Background: an optimization exercise with open tools, aiming at a short achievable clock period and few clock cycles. Do not read the settings as production practice. Function was checked by simulation only, so behaviour that the tests miss may differ from the original. The flow treats the clock pin as an ideal source. Dropping or thinning the clock tree relies on that and would not hold on a real chip. Power figures rest on the tool's default switching activity, not on a simulated workload.

Design ARM, start of the top module:
module ARM (
  input clk, rst,
  output [31:0] imem_addr,
  input [31:0] imem_rdata,
  output [31:0] dmem_addr, dmem_wdata,
  output dmem_we, dmem_re,
  input [31:0] dmem_rdata
);
  function cond_ok(input [3:0] cond, input n, input z, input c, input v);
    case (cond)
      4'b0000: cond_ok = z;
      4'b0001: cond_ok = !z;
      4'b0010: cond_ok = c;
      4'b0011: cond_ok = !c;
      4'b0100: cond_ok = n;
      4'b0101: cond_ok = !n;
      4'b0110: cond_ok = v;
      4'b0111: cond_ok = !v;
      4'b1000: cond_ok = c & !z;
      4'b1001: cond_ok = !c & z;
      4'b1010: cond_ok = (n == v);
      4'b1011: cond_ok = (n != v);
      4'b1100: cond_ok = !z & (n == v);
      4'b1101: cond_ok = z | (n != v);
      4'b1110: cond_ok = 1'b1;
      default: cond_ok = 1'b0;
    endcase
  endfunction
  reg [29:0] pc;                  
  reg [31:0] ir, ir_hold;
  reg        use_hold;
  reg [29:0] id_pc, id_pc4;       
  reg        id_valid;
  reg        btb_v;
  reg [29:0] btb_tag, btb_tgt;
  reg        fN, fZ, fC, fV;
  reg        ex_wb, ex_S, ex_ld, ex_st;
  reg [3:0]  ex_cond, ex_rd;
  reg [31:0] ex_a, ex_m, ex_imm, ex_mask;
  reg [4:0]  ex_rot;
  reg [3:0]  sa, sm;              
  reg        ex_arith, ex_sub, ex_c1, ex_cuse, ex_cinv;
  reg        ex_and, ex_orr, ex_eor, ex_mov, ex_mvn;
  reg [31:0] mem_res, mem_wdata;
  reg [3:0]  mem_rd;
  reg        mem_wb, mem_we, mem_re;
  reg [31:0] wb_ld, wb_alu;
  ...
clock: 33.0 ns
lec_check: 0
abc_clock_period_in_ps: 3000
cap_margin: 20
core_margin: 2
core_utilization: 50
slew_margin: 20
standard.sh (not shown) runs the stock make flow with config.mk's settings and CLKGATE_MAP_FILE= SYNTH_SCRIPT=/design/flow/synth_recipe.tcl, a recipe that flattens the netlist after the stock synthesis.
==> flow/flow/run.sh <==
#!/bin/bash
# Standard ORFS layout, with the timing repair steps told to aim for a large
# setup slack (the clock period and constraints stay the design's).
set -euo pipefail
MARGIN=$(cat flow/margin.txt)
bash standard.sh SETUP_SLACK_MARGIN=$MARGIN finish > flow_make.log 2>&1
==> flow/flow/margin.txt <==
26
Testbench counts at the start, summed over its fixed seeds: cycles 40,018.
Edit:
--- a/flow/design.v
+++ b/flow/design.v
@@ -21,26 +21,24 @@
       4'b1010: cond_ok = (n == v);
       4'b1011: cond_ok = (n != v);
       4'b1100: cond_ok = !z & (n == v);
       4'b1101: cond_ok = z | (n != v);
       4'b1110: cond_ok = 1'b1;
       default: cond_ok = 1'b0;
     endcase
   endfunction
   reg [29:0] pc;                  
   reg [31:0] ir, ir_hold;
   reg        use_hold;
-  reg [29:0] id_pc, id_pc4;       
+  reg [29:0] id_pc4;              
   reg        id_valid;
-  reg        btb_v;
-  reg [29:0] btb_tag, btb_tgt;
   reg        fN, fZ, fC, fV;
   reg        ex_wb, ex_S, ex_ld, ex_st;
   reg [3:0]  ex_cond, ex_rd;
   reg [31:0] ex_a, ex_m, ex_imm, ex_mask;
   reg [4:0]  ex_rot;
   reg [3:0]  sa, sm;              
   reg        ex_arith, ex_sub, ex_c1, ex_cuse, ex_cinv;
   reg        ex_and, ex_orr, ex_eor, ex_mov, ex_mvn;
   reg [31:0] mem_res, mem_wdata;
   reg [3:0]  mem_rd;
   reg        mem_wb, mem_we, mem_re;
@@ -84,29 +82,22 @@
   wire       d_st = is_mem & !di[20];
   wire       d_S = (mode == 2'b00) & di[20];
   wire       d_wb = !(opc == 4'b1010) & !(opc == 4'b1000) & !is_br & !d_st;
   wire       d_useimm = is_mem | di[25];
   wire [3:0] rn = di[19:16];
   wire [3:0] rd = di[15:12];
   wire [3:0] s2 = d_st ? rd : di[3:0];
   wire       use_rn = !((mode != 2'b01) & ((opc == 4'b1101) | (opc == 4'b1111)));
   wire       use_s2 = d_st | !d_useimm;
   wire br_taken = id_valid & is_br & cond_ok(di[31:28], fN_n, fZ_n, fC_n, fV_n);
   wire [29:0] br_target = id_pc4 + {{6{di[23]}}, di[23:0]};
-  wire        pred = btb_v & (pc == btb_tag);
-  wire [29:0] pc_seq = pred ? btb_tgt : pc + 30'd1;
-  wire        eq_t = (pc == br_target);
-  wire        eq_n = (pc == id_pc4);
-  wire [29:0] pc_nt = eq_n ? pc_seq : id_pc4;
-  wire [29:0] pc_t  = eq_t ? pc_seq : br_target;
-  wire        ok_nt = !id_valid | eq_n;
   wire ex_w = ex_wb & cp;
   wire stall = id_valid & !is_br & ex_ld & cp &
                ((use_rn & (ex_rd == rn)) | (use_s2 & (ex_rd == s2)));
   wire [63:0] irot = {24'd0, di[7:0], 24'd0, di[7:0]} >> {di[11:8], 1'b0};
   wire [31:0] d_imm = is_mem ? {{20{di[11]}}, di[11:0]} :
                       di[25] ? irot[31:0] : 32'd0;
   wire [4:0] shamt = di[11:7];
   wire [1:0] shtyp = di[6:5];
   wire [4:0] d_rot = (shtyp == 2'b00) ? (5'd0 - shamt) : shamt;
   wire [31:0] d_mask = d_useimm ? 32'd0 :
                        (shtyp == 2'b00) ? (32'hffffffff << shamt) :
@@ -124,61 +115,52 @@
   wire [31:0] s2_val = (wb_wb & (wb_rd == s2)) ? wb_val : rf_s2;
   wire hE_a = ex_w & (ex_rd == rn);
   wire hM_a = mem_wb & (mem_rd == rn);
   wire hE_m = ex_w & (ex_rd == s2);
   wire hM_m = mem_wb & (mem_rd == s2);
   wire go = id_valid & !is_br & !stall;
   always @(posedge clk or posedge rst) begin
     if (rst) begin
       pc <= 30'd0;
       id_valid <= 1'b0;
       use_hold <= 1'b0;
-      btb_v <= 1'b0;
       {fN, fZ, fC, fV} <= 4'b0;
       {ex_wb, ex_S, ex_ld, ex_st} <= 4'b0;
       {mem_wb, mem_we, mem_re} <= 3'b0;
       wb_wb <= 1'b0;
     end else begin
       use_hold <= stall;
       if (stall) begin
         pc <= pc;
       end else if (br_taken) begin
-        pc <= pc_t;
-        id_valid <= eq_t;
-        if (!eq_t) btb_v <= 1'b1;
+        pc <= br_target;
+        id_valid <= 1'b0;
       end else begin
-        pc <= id_valid ? pc_nt : pc_seq;
-        id_valid <= ok_nt;
+        pc <= pc + 30'd1;
+        id_valid <= 1'b1;
       end
       {fN, fZ, fC, fV} <= {fN_n, fZ_n, fC_n, fV_n};
       ex_wb <= go & d_wb;
       ex_S  <= go & d_S;
       ex_ld <= go & d_ld;
       ex_st <= go & d_st;
       mem_wb <= ex_w;
       mem_we <= ex_st & cp;
       mem_re <= ex_ld & cp;
       wb_wb <= mem_wb;
     end
   end
   always @(posedge clk) begin
     ir <= imem_rdata;
     if (stall) ir_hold <= di;
-    if (!stall) begin
-      id_pc <= pc;
-      id_pc4 <= pc + 30'd1;
-    end
-    if (!stall && br_taken && !eq_t) begin
-      btb_tag <= id_pc;
-      btb_tgt <= br_target;
-    end
+    if (!stall) id_pc4 <= pc + 30'd1;
     ex_cond <= di[31:28];
     ex_rd <= rd;
     ex_a <= rn_val;
     ex_m <= s2_val;
     ex_imm <= d_imm;
     ex_mask <= d_mask;
     ex_rot <= d_rot;
     sa <= {!hE_a & !hM_a, !hE_a & hM_a & !mem_re, !hE_a & hM_a & mem_re, hE_a};
     sm <= {!hE_m & !hM_m, !hE_m & hM_m & !mem_re, !hE_m & hM_m & mem_re, hE_m};
     ex_arith <= o_add | o_adc | o_sub | o_sbc;
     ex_sub <= o_sub | o_sbc;
Result:
- The changed run produced a clean layout
- non-clock buffer count came out higher by 8
- total power came out lower by about a fifth
- clock skew came out higher by 21 ps
- cell area came out lower by roughly a tenth
- sequential power came out lower by roughly a tenth
- wire length came out lower by about a fifth
- clock power came out lower by roughly a tenth
- final cell count came out lower by about a fifth
- worst setup slack gets better by 87 ps
Testbench counts after the change, summed over its fixed seeds: cycles 40,670.

---

Another version of the RTL of ARM (not shown whole).
For scale: ~5900 cells after synthesis, ~1000 flip-flops, about 160 I/O pins, about 0.063 sq mm of cells after synthesis.
clock: 33.0 ns
lec_check: 0
abc_clock_period_in_ps: 3000
cap_margin: 20
core_margin: 2
core_utilization: 50
slew_margin: 20
==> flow/flow/run.sh <==
#!/bin/bash
# Standard ORFS layout, with two changes in how it is made (the clock period
# and constraints stay the design's):
#  - the timing repair steps aim for a large setup slack (flow/margin.txt);
#  - the clock tree is a balanced two-level tree built by flow/cts_hook.tcl.
set -euo pipefail
MARGIN=$(cat flow/margin.txt)
HOOK=$PWD/flow/cts_hook.tcl
export PRE_CTS_TCL=$HOOK
bash standard.sh SETUP_SLACK_MARGIN=$MARGIN PRE_CTS_TCL=$HOOK finish > flow_make.log 2>&1
Scripts as last shown in full above: flow/flow/margin.txt
Other scripts of this flow, unchanged in this note and not shown: flow/flow/cts_hook.tcl
The first run finished with timing, DRC and antenna clean.
Testbench counts at the start, summed over its fixed seeds: cycles 39,515.
Next try:
--- a/flow/design.v
+++ b/flow/design.v
@@ -30,25 +30,24 @@
   reg [31:0] ir;
   reg [29:0] id_pc, id_pc4;       
   reg        id_valid;
   reg        btb_v;
   reg [29:0] btb_tag, btb_tgt;
   reg [3:0]  btb_cond;
   reg        fN, fZ, fC, fV;
   reg        ex_wb, ex_S, ex_ld, ex_st;
   reg [3:0]  ex_cond, ex_rd;
   reg [31:0] ex_a, ex_m, ex_b;
   reg        ex_bm;               
   reg        ex_late;             
-  reg        ex_sdl;              
   reg [4:0]  ex_rot2;
   reg [31:0] ex_mask2;
   reg [3:0]  sa, sm;              
   reg        ex_arith, ex_sub, ex_c1, ex_cuse, ex_cinv;
   reg        ex_and, ex_orr, ex_eor, ex_mov, ex_mvn;
   reg [31:0] mem_res, mem_wdata;
   reg [3:0]  mem_rd;
   reg        mem_wb, mem_we, mem_re;
   reg [31:0] wb_ld, wb_alu;
   reg        wb_isld, wb_wb;
   reg [3:0]  wb_rd;
   reg [31:0] rf [0:14];
@@ -109,25 +108,25 @@
   wire       use_rn = !((mode != 2'b01) & ((opc == 4'b1101) | (opc == 4'b1111)));
   wire       use_s2 = d_st | !d_useimm;
   wire br_taken = id_valid & is_br & cond_ok(di[31:28], fN_n, fZ_n, fC_n, fV_n);
   wire [29:0] br_target = id_pc4 + {{6{di[23]}}, di[23:0]};
   wire ex_w = ex_wb & cp;
   wire hE_a = ex_w & (ex_rd == rn);
   wire hM_a = mem_wb & (mem_rd == rn);
   wire hE_m = ex_w & (ex_rd == s2);
   wire hM_m = mem_wb & (mem_rd == s2);
   wire need_sh = !d_useimm & (di[11:7] != 5'd0);
   wire late = need_sh & hE_m;
   wire stall = id_valid &
-               ((!is_br & ex_ld & cp & ((use_rn & (ex_rd == rn)) | (use_s2 & !d_st & (ex_rd == s2)))) |
+               ((!is_br & ex_ld & cp & ((use_rn & (ex_rd == rn)) | (use_s2 & (ex_rd == s2)))) |
                 (!is_br & need_sh & !hE_m & hM_m & mem_re) |
                 (is_br & ex_late & ex_S));
   wire [63:0] irot = {24'd0, di[7:0], 24'd0, di[7:0]} >> {di[11:8], 1'b0};
   wire [31:0] d_imm = is_mem ? {{20{di[11]}}, di[11:0]} :
                       di[25] ? irot[31:0] : 32'd0;
   wire [4:0] shamt = di[11:7];
   wire [1:0] shtyp = di[6:5];
   wire [4:0] d_rot = (shtyp == 2'b00) ? (5'd0 - shamt) : shamt;
   wire [31:0] d_mask = d_useimm ? 32'd0 :
                        (shtyp == 2'b00) ? (32'hffffffff << shamt) :
                        (shtyp == 2'b11) ? 32'hffffffff :
                        (32'hffffffff >> shamt);
@@ -205,41 +204,40 @@
     if (!stall && br_taken && !eq_t) begin
       btb_tag <= id_pc;
       btb_tgt <= br_target;
       btb_cond <= di[31:28];
     end
     ex_cond <= di[31:28];
     ex_rd <= rd;
     ex_a <= rn_val;
     ex_m <= s2_val;
     ex_b <= d_b;
     ex_bm <= !d_useimm & !need_sh;
     ex_late <= late;
-    ex_sdl <= d_st & ex_ld & cp & (ex_rd == s2);
     ex_rot2 <= d_rot;
     ex_mask2 <= d_mask;
     sa <= {!hE_a & !hM_a, !hE_a & hM_a & !mem_re, !hE_a & hM_a & mem_re, hE_a};
     sm <= {!hE_m & !hM_m, !hE_m & hM_m & !mem_re, !hE_m & hM_m & mem_re, hE_m};
     ex_arith <= o_add | o_adc | o_sub | o_sbc;
     ex_sub <= o_sub | o_sbc;
     ex_c1 <= o_sub;
     ex_cuse <= o_adc | o_sbc;
     ex_cinv <= o_sbc;
     ex_and <= o_and;
     ex_orr <= o_orr;
     ex_eor <= o_eor;
     ex_mov <= o_mov;
     ex_mvn <= o_mvn;
     mem_res <= resx;
-    mem_wdata <= ex_sdl ? dmem_rdata : M;
+    mem_wdata <= M;
     mem_rd <= ex_rd;
     wb_ld <= dmem_rdata;
     wb_alu <= mem_res;
     wb_isld <= mem_re;
     wb_rd <= mem_rd;
     if (wb_wb && wb_rd != 4'd15) rf[wb_rd] <= wb_val;
   end
   assign imem_addr = {o_ia, 2'b00};
   assign dmem_addr = o_da;
   assign dmem_wdata = mem_wdata;
   assign dmem_we = mem_we;
   assign dmem_re = o_re;
Worst setup slack loses 0.015 ns.
Cell area is higher slightly.
Die area is higher slightly.
Cell count is higher by a few percent.
Via count is higher by a few percent.
First-iteration DRC count is higher by a few percent.
Clock skew barely changes.
Routed wire length barely changes.
Total power is higher slightly.
Maximum frequency stays flat.
Testbench counts after the change, summed over its fixed seeds: cycles 39,566.
In every run of this note, the design's own scripts or RTL, not TritonCTS, make the clock network.

## afterwards: timing with drivers on the ports
The flow's constraints put no driver on any port. The routed layouts listed below were extracted and timed again, unchanged, in two steps. Step 1: set_driving_cell puts a clkbuf_16 on clk and a buf_2 on each other input, an assumption about the parent block. Step 2 times the ports against the registers' clock, not the clock port: input delays grow and output delays shrink by t, the midpoint of the rising clock arrivals with the driver on. Slacks: ideal ports / drivers / drivers and shift; pairs: ideal ports / drivers.
| run | t (ns) | setup WS [ns] | hold slack, ns | slew at the worst register clock pin (ns) | worst data-port slew with drivers (ns) |
|---|---|---|---|---|---|
| the first run of note 1 | 0.790 | 25.042 / 24.966 / 25.407 | 0.388 / 0.388 / 0.388 | 0.08 / 0.08 | 0.13 |
| the second run of note 1 | 0.767 | 25.129 / 25.050 / 25.453 | 0.384 / 0.384 / 0.384 | 0.07 / 0.07 | 0.05 |
| the first run of note 2 | 0.559 | 25.528 / 25.367 / 25.446 | 0.396 / 0.396 / 0.396 | 0.11 / 0.11 | 0.06 |
| the second run of note 2 | 0.574 | 25.512 / 25.347 / 25.326 | 0.401 / 0.401 / 0.401 | 0.12 / 0.12 | 0.08 |
After both steps setup and hold are still met in every run listed. For the second run of note 2, which loses most, drivers alone change the setup slack by -0.165 ns; drivers and shift together by -0.186 ns. The worst setup slack also covers recovery checks on asynchronous resets.
